This is an optimization exercise on Yosys and OpenROAD, whose aim is small area and a short achievable clock period, not a production implementation.
Function was checked by simulation only, so behaviour that the tests miss may differ from the original.
No activity file was given, so power comes from the tool's default toggle rates.

==> flow/design.v (excerpt) <==
module fadd_sub(
  input  logic        clk_i,
  input  logic [31:0] operand_a,
  input  logic [31:0] operand_b,
  output logic [31:0] result_o
);
  wire        sa = operand_a[31], sb = operand_b[31];
  wire [7:0]  fa = operand_a[30:23], fb = operand_b[30:23];
  wire        za = (fa == 8'd0), zb = (fb == 8'd0);    
  wire [7:0]  ea1 = {fa[7:1], fa[0] | za};             
  wire [7:0]  eb1 = {fb[7:1], fb[0] | zb};
  wire [23:0] ma = {~za, operand_a[22:0]};
  wire [23:0] mb = {~zb, operand_b[22:0]};
  wire [7:0]  ea = {fa[7:1], fa[0] | (za & (operand_a[22:0] != 23'd0))};
  wire [7:0]  eb = {fb[7:1], fb[0] | (zb & (operand_b[22:0] != 23'd0))};
  wire [7:0]  xp = fa ^ ~fb;
  wire [7:0]  xg = fa & ~fb;
  wire eg0 = xg[1] | (xp[1] & xg[0]);
  wire ep0 = xp[1] & xp[0];
  wire eg1 = xg[3] | (xp[3] & xg[2]);
  wire ep1 = xp[3] & xp[2];
  wire eg2 = xg[5] | (xp[5] & xg[4]);
  wire ep2 = xp[5] & xp[4];
  wire eg3 = xg[7] | (xp[7] & xg[6]);
  wire ep3 = xp[7] & xp[6];
  wire eg4 = xg[2] | (xp[2] & eg0);
  wire ep4 = xp[2] & ep0;
  wire eg5 = eg1 | (ep1 & eg0);
  wire ep5 = ep1 & ep0;
  wire eg6 = xg[6] | (xp[6] & eg2);
  wire ep6 = xp[6] & ep2;
  wire eg7 = eg3 | (ep3 & eg2);
  wire ep7 = ep3 & ep2;
  wire eg8 = xg[4] | (xp[4] & eg5);
  wire ep8 = xp[4] & ep5;
  wire eg9 = eg2 | (ep2 & eg5);
  wire ep9 = ep2 & ep5;
  wire eg10 = eg6 | (ep6 & eg5);
  wire ep10 = ep6 & ep5;
  wire eg11 = eg7 | (ep7 & eg5);
  wire ep11 = ep7 & ep5;
  wire [7:0]  gE = {eg11, eg10, eg9, eg8, eg5, eg4, eg0, xg[0]};
  wire [7:0]  pE;
  assign pE[0] = xp[0];
  assign pE[1] = pE[0] & xp[1];
  assign pE[2] = pE[1] & xp[2];
  assign pE[3] = pE[2] & xp[3];
  assign pE[4] = pE[3] & xp[4];
  assign pE[5] = pE[4] & xp[5];
  assign pE[6] = pE[5] & xp[6];
  assign pE[7] = pE[6] & xp[7];
  wire        a_exp_gt = gE[7];               
  wire        exp_eq = pE[7];                 
  wire [7:0]  d;                              
  wire        corr = za ^ zb;
  assign d[0] = a_exp_gt ? (xp[0] ^ ~corr) : ~(xp[0] ^ corr);
  assign d[1] = a_exp_gt ? (xp[1] ^ (gE[0] | (pE[0] & ~corr))) : ~(xp[1] ^ (gE[0] | (pE[0] & corr)));
  ...
==> flow/config.mk <==
export PLATFORM = sky130hd
export DESIGN_NAME = fadd_sub
export DESIGN_NICKNAME = fadd_sub
export VERILOG_FILES = /design/flow/design.v
export SDC_FILE = /design/flow/constraint.sdc
export NUM_CORES = 4
export LEC_CHECK = 0
export ABC_AREA = 1
export CAP_MARGIN = 20
export CORE_MARGIN = 2
export CORE_UTILIZATION = 40
export SLEW_MARGIN = 20
==> flow/constraint.sdc <==
create_clock -name core_clock -period 12.0 [get_ports {clk_i}]
set_input_delay 2.4000 -clock core_clock [delete_from_list [all_inputs] [get_ports {clk_i}]]
set_output_delay 2.4000 -clock core_clock [all_outputs]
set_load 0.01 [all_outputs]
standard.sh (not shown) runs the stock make flow with config.mk's settings and CLKGATE_MAP_FILE= SYNTH_SCRIPT=/design/flow/synth_recipe.tcl, a recipe that flattens the netlist after the stock synthesis.
==> flow/flow/run.sh <==
#!/bin/bash
# Own layout flow: the standard ORFS flow (standard.sh), with these changes:
#  - ports are buffered with sky130_fd_sc_hd__buf_1 (which repair may upsize)
#    instead of the clkdlybuf4s50_1 that buffer_ports picks by default;
#  - repair_timing aims for a setup slack margin of MARGIN ns (flow/margin);
#  - if flow/abc.script exists, synthesis is the standard synthesis script
#    with that ABC script for the combinational mapping (flow/my_synth.tcl);
#    flip-flops are mapped before ABC runs, so registers are unchanged;
#  - any extra ORFS variables listed in flow/env (KEY=VALUE lines).
# Every tool's output goes to the ORFS logs under orfs/logs, and make's own
# output to standard.log in this folder.
set -euo pipefail
MARGIN=$(cat flow/margin 2>/dev/null || echo 5)
export BUFFER_PORTS_ARGS="-buffer_cell sky130_fd_sc_hd__buf_1"
if [[ -f flow/env ]]; then set -a; source flow/env; set +a; fi
EXTRA=()
if [[ -f flow/abc.script ]]; then
  export MY_ABC_SCRIPT="$PWD/flow/abc.script"
  EXTRA+=("SYNTH_SCRIPT=$PWD/flow/my_synth.tcl")
fi
bash standard.sh "${EXTRA[@]}" SETUP_SLACK_MARGIN=$MARGIN finish > standard.log 2>&1
==> flow/flow/abc.script <==
strash
dch
map -B 0.9 -D 3000
topo
stime -c
buffer -c
upsize -c -D 3000
dnsize -c -D 3000
==> flow/flow/env <==
CTS_ARGS="-sink_clustering_enable -repair_clock_nets -dont_use_dummy_load -buf_list sky130_fd_sc_hd__clkbuf_8"
ADDER_MAP_FILE=
==> flow/flow/margin <==
6.3
==> flow/flow/my_synth.tcl <==
# The standard synthesis script (synth_recipe.tcl), except that Yosys's abc
# step runs the ABC script named by MY_ABC_SCRIPT instead of ORFS's.
proc synth {args} { yosys synth -nofsm -noshare {*}$args }
proc abc {args} {
  set i [lsearch -exact $args -script]
  if {$i >= 0 && [info exists ::env(MY_ABC_SCRIPT)] && $::env(MY_ABC_SCRIPT) ne ""} {
    lset args [expr {$i + 1}] $::env(MY_ABC_SCRIPT)
  }
  yosys abc {*}$args
}
source $::env(SCRIPTS_DIR)/synth.tcl
# left out here: clear keep_hierarchy, flatten, clean up, hide names made inside functions, write 1_2_yosys.v
The first run passed the timing, DRC and antenna checks.
Next try:
--- a/flow/flow/run.sh
+++ b/flow/flow/run.sh
@@ -5,7 +5,10 @@
 #  - repair_timing aims for a setup slack margin of MARGIN ns (flow/margin);
 #  - if flow/abc.script exists, synthesis is the standard synthesis script
-#    with that ABC script for the combinational mapping (flow/my_synth.tcl);
-#    flip-flops are mapped before ABC runs, so registers are unchanged;
-#  - any extra ORFS variables listed in flow/env (KEY=VALUE lines).
+#    with its ABC step replaced (flow/my_synth.tcl): the logic from the
+#    registers to result_o is mapped with flow/abc_out.script (if present),
+#    the rest with flow/abc.script. Flip-flops are mapped before ABC runs, so
+#    the registers are exactly the standard synthesis's;
+#  - any extra ORFS variables listed in flow/env (KEY=VALUE lines), and
+#    make variable assignments in flow/make_args (one line).
 # Every tool's output goes to the ORFS logs under orfs/logs, and make's own
 # output to standard.log in this folder.
@@ -17,5 +20,7 @@
 if [[ -f flow/abc.script ]]; then
   export MY_ABC_SCRIPT="$PWD/flow/abc.script"
+  if [[ -f flow/abc_out.script ]]; then export MY_ABC_OUT_SCRIPT="$PWD/flow/abc_out.script"; fi
   EXTRA+=("SYNTH_SCRIPT=$PWD/flow/my_synth.tcl")
 fi
+if [[ -f flow/make_args ]]; then read -r -a MARGS < flow/make_args; EXTRA+=("${MARGS[@]}"); fi
 bash standard.sh "${EXTRA[@]}" SETUP_SLACK_MARGIN=$MARGIN finish > standard.log 2>&1
==> flow/flow/abc.script (replaced) <==
strash
dch
map -B 0.9 -D 4000
strash
dch
map -B 0.9 -D 4000
topo
stime -c
buffer -c
upsize -c -D 4000
dnsize -c -D 4000
==> flow/flow/env (replaced) <==
CTS_ARGS="-sink_clustering_enable -repair_clock_nets -dont_use_dummy_load -buf_list sky130_fd_sc_hd__clkbuf_4"
ADDER_MAP_FILE=
==> flow/flow/my_synth.tcl (replaced) <==
# The standard synthesis script (synth_recipe.tcl), except that Yosys's abc
# step maps the logic that drives the outputs (from the registers to result_o)
# with the ABC script MY_ABC_OUT_SCRIPT, and the rest with MY_ABC_SCRIPT.
proc synth {args} { yosys synth -nofsm -noshare {*}$args }
proc abc {args} {
  set i [lsearch -exact $args -script]
  if {[info exists ::env(MY_ABC_OUT_SCRIPT)] && $::env(MY_ABC_OUT_SCRIPT) ne ""} {
    set out_args $args
    lset out_args [expr {$i + 1}] $::env(MY_ABC_OUT_SCRIPT)
    yosys select -set outcone o:result_o %ci*:-sky130_fd_sc_hd__dfxtp_1
    yosys abc {*}$out_args @outcone
    yosys select -clear
  }
  if {[info exists ::env(MY_ABC_SCRIPT)] && $::env(MY_ABC_SCRIPT) ne ""} {
    lset args [expr {$i + 1}] $::env(MY_ABC_SCRIPT)
  }
  yosys abc {*}$args
}
source $::env(SCRIPTS_DIR)/synth.tcl
# left out here: clear keep_hierarchy, flatten, clean up, hide names made inside functions, write 1_2_yosys.v
After rerunning:
- critical path depth stays the same
- worst hold slack degrades by 0.11 ns
- clock-buffer cell count does not change
- synthesized cell count is lower by a few percent
- routed wire length is lower by a few percent
Next try:
==> flow/flow/run.sh (replaced) <==
#!/bin/bash
# Own layout flow: the standard ORFS flow (standard.sh), with these changes:
#  - ports are buffered with sky130_fd_sc_hd__buf_1 (which repair may upsize)
#    instead of the clkdlybuf4s50_1 that buffer_ports picks by default;
#  - repair_timing aims for a setup slack margin of MARGIN ns (flow/margin);
#  - if flow/abc.script exists, synthesis is the standard synthesis script
#    with that ABC script for the combinational mapping (flow/my_synth.tcl);
#    flip-flops are mapped before ABC runs, so registers are unchanged;
#  - any extra ORFS variables listed in flow/env (KEY=VALUE lines).
# Every tool's output goes to the ORFS logs under orfs/logs, and make's own
# output to standard.log in this folder.
set -euo pipefail
MARGIN=$(cat flow/margin 2>/dev/null || echo 5)
export BUFFER_PORTS_ARGS="-buffer_cell sky130_fd_sc_hd__buf_1"
if [[ -f flow/env ]]; then set -a; source flow/env; set +a; fi
EXTRA=()
if [[ -f flow/abc.script ]]; then
  export MY_ABC_SCRIPT="$PWD/flow/abc.script"
  EXTRA+=("SYNTH_SCRIPT=$PWD/flow/my_synth.tcl")
fi
bash standard.sh "${EXTRA[@]}" SETUP_SLACK_MARGIN=$MARGIN finish > standard.log 2>&1
==> flow/flow/abc.script (replaced) <==
&get -n
&st
&dch
&nf
&st
&syn2
&if -g -K 6
&synch2
&nf
&st
&syn2
&if -g -K 6
&synch2
&nf
&st
&syn2
&if -g -K 6
&synch2
&nf
&st
&syn2
&if -g -K 6
&synch2
&nf
&st
&syn2
&if -g -K 6
&synch2
&nf
&put
buffer -c
topo
stime -c
upsize -c
dnsize -c
==> flow/flow/env (replaced) <==
CTS_ARGS="-sink_clustering_enable -repair_clock_nets -dont_use_dummy_load -buf_list sky130_fd_sc_hd__clkbuf_8"
ADDER_MAP_FILE=
==> flow/flow/my_synth.tcl (replaced) <==
# The standard synthesis script (synth_recipe.tcl), except that Yosys's abc
# step runs the ABC script named by MY_ABC_SCRIPT instead of ORFS's.
proc synth {args} { yosys synth -nofsm -noshare {*}$args }
proc abc {args} {
  set i [lsearch -exact $args -script]
  if {$i >= 0 && [info exists ::env(MY_ABC_SCRIPT)] && $::env(MY_ABC_SCRIPT) ne ""} {
    lset args [expr {$i + 1}] $::env(MY_ABC_SCRIPT)
  }
  yosys abc {*}$args
}
source $::env(SCRIPTS_DIR)/synth.tcl
# left out here: clear keep_hierarchy, flatten, clean up, hide names made inside functions, write 1_2_yosys.v
The changed run finished clean.
Total power rises by 81%.
Sequential share of layout area falls by 7.3 points.
Hold slack is better by 0.063 ns.
Final area rises by 69%.
Sequential cell count stays the same.
Utilization rises by 16 points.
Next try:
--- a/flow/flow/run.sh
+++ b/flow/flow/run.sh
@@ -5,7 +5,10 @@
 #  - repair_timing aims for a setup slack margin of MARGIN ns (flow/margin);
 #  - if flow/abc.script exists, synthesis is the standard synthesis script
-#    with that ABC script for the combinational mapping (flow/my_synth.tcl);
-#    flip-flops are mapped before ABC runs, so registers are unchanged;
-#  - any extra ORFS variables listed in flow/env (KEY=VALUE lines).
+#    with its ABC step replaced (flow/my_synth.tcl): the logic from the
+#    registers to result_o is mapped with flow/abc_out.script (if present),
+#    the rest with flow/abc.script. Flip-flops are mapped before ABC runs, so
+#    the registers are exactly the standard synthesis's;
+#  - any extra ORFS variables listed in flow/env (KEY=VALUE lines), and
+#    make variable assignments in flow/make_args (one line).
 # Every tool's output goes to the ORFS logs under orfs/logs, and make's own
 # output to standard.log in this folder.
@@ -17,5 +20,7 @@
 if [[ -f flow/abc.script ]]; then
   export MY_ABC_SCRIPT="$PWD/flow/abc.script"
+  if [[ -f flow/abc_out.script ]]; then export MY_ABC_OUT_SCRIPT="$PWD/flow/abc_out.script"; fi
   EXTRA+=("SYNTH_SCRIPT=$PWD/flow/my_synth.tcl")
 fi
+if [[ -f flow/make_args ]]; then read -r -a MARGS < flow/make_args; EXTRA+=("${MARGS[@]}"); fi
 bash standard.sh "${EXTRA[@]}" SETUP_SLACK_MARGIN=$MARGIN finish > standard.log 2>&1
==> flow/flow/abc.script (replaced) <==
strash
dch
map -B 0.9 -D 3000
strash
dch
map -B 0.9 -D 3000
topo
stime -c
buffer -c
upsize -c -D 3000
dnsize -c -D 3000
==> flow/flow/abc_out.script (new file) <==
strash
dch
map -B 0.9 -D 1500
topo
stime -c
buffer -c
upsize -c -D 1500
dnsize -c -D 1500
==> flow/flow/margin (replaced) <==
6.5
==> flow/flow/my_synth.tcl (replaced) <==
# The standard synthesis script (synth_recipe.tcl), except that Yosys's abc
# step maps the logic that drives the outputs (from the registers to result_o)
# with the ABC script MY_ABC_OUT_SCRIPT, and the rest with MY_ABC_SCRIPT.
proc synth {args} { yosys synth -nofsm -noshare {*}$args }
proc abc {args} {
  set i [lsearch -exact $args -script]
  if {[info exists ::env(MY_ABC_OUT_SCRIPT)] && $::env(MY_ABC_OUT_SCRIPT) ne ""} {
    set out_args $args
    lset out_args [expr {$i + 1}] $::env(MY_ABC_OUT_SCRIPT)
    yosys select -set outcone o:result_o %ci*:-sky130_fd_sc_hd__dfxtp_1
    yosys abc {*}$out_args @outcone
    yosys select -clear
  }
  if {[info exists ::env(MY_ABC_SCRIPT)] && $::env(MY_ABC_SCRIPT) ne ""} {
    lset args [expr {$i + 1}] $::env(MY_ABC_SCRIPT)
  }
  yosys abc {*}$args
}
source $::env(SCRIPTS_DIR)/synth.tcl
# left out here: clear keep_hierarchy, flatten, clean up, hide names made inside functions, write 1_2_yosys.v
Result: Utilization drops by 17 points; via count goes down by 18%; cell count came out higher by 5.6%.

[afterwards: timing with drivers on the ports]
How much do the figures lean on ideal ports? The routed layouts below were timed once more, with nothing changed but the port constraints.
Step 1: set_driving_cell puts a clkbuf_16 on clk_i and a buf_2 on each other input, an assumption about the parent block.
Step 2 moves the port delays by t, midway between the first and last clock arrival at a register: inputs arrive t later, outputs are due t later. That takes back most of the time a late clock gives input paths.
Three values: ideal, step 1, step 2; two values: the first two.
run	t (ns)	setup WS [ns]	hold WS [ns]	worst register clock-pin slew, ns	worst data-port slew with drivers (ns)
the first run	0.368	6.553 / 6.520 / 6.312	2.340 / 2.331 / 2.700	0.07 / 0.07	0.06
the second run	0.426	6.532 / 6.498 / 6.174	2.234 / 2.227 / 2.653	0.10 / 0.10	0.05
the third run	0.353	5.978 / 5.972 / 5.619	2.298 / 2.293 / 2.646	0.06 / 0.06	0.08
the fourth run	0.369	6.725 / 6.738 / 6.368	2.298 / 2.289 / 2.658	0.06 / 0.06	0.03
After both steps setup and hold are still met in every run listed. For the third run, which loses most, drivers alone change the setup slack by -0.006 ns; drivers and shift together by -0.359 ns.
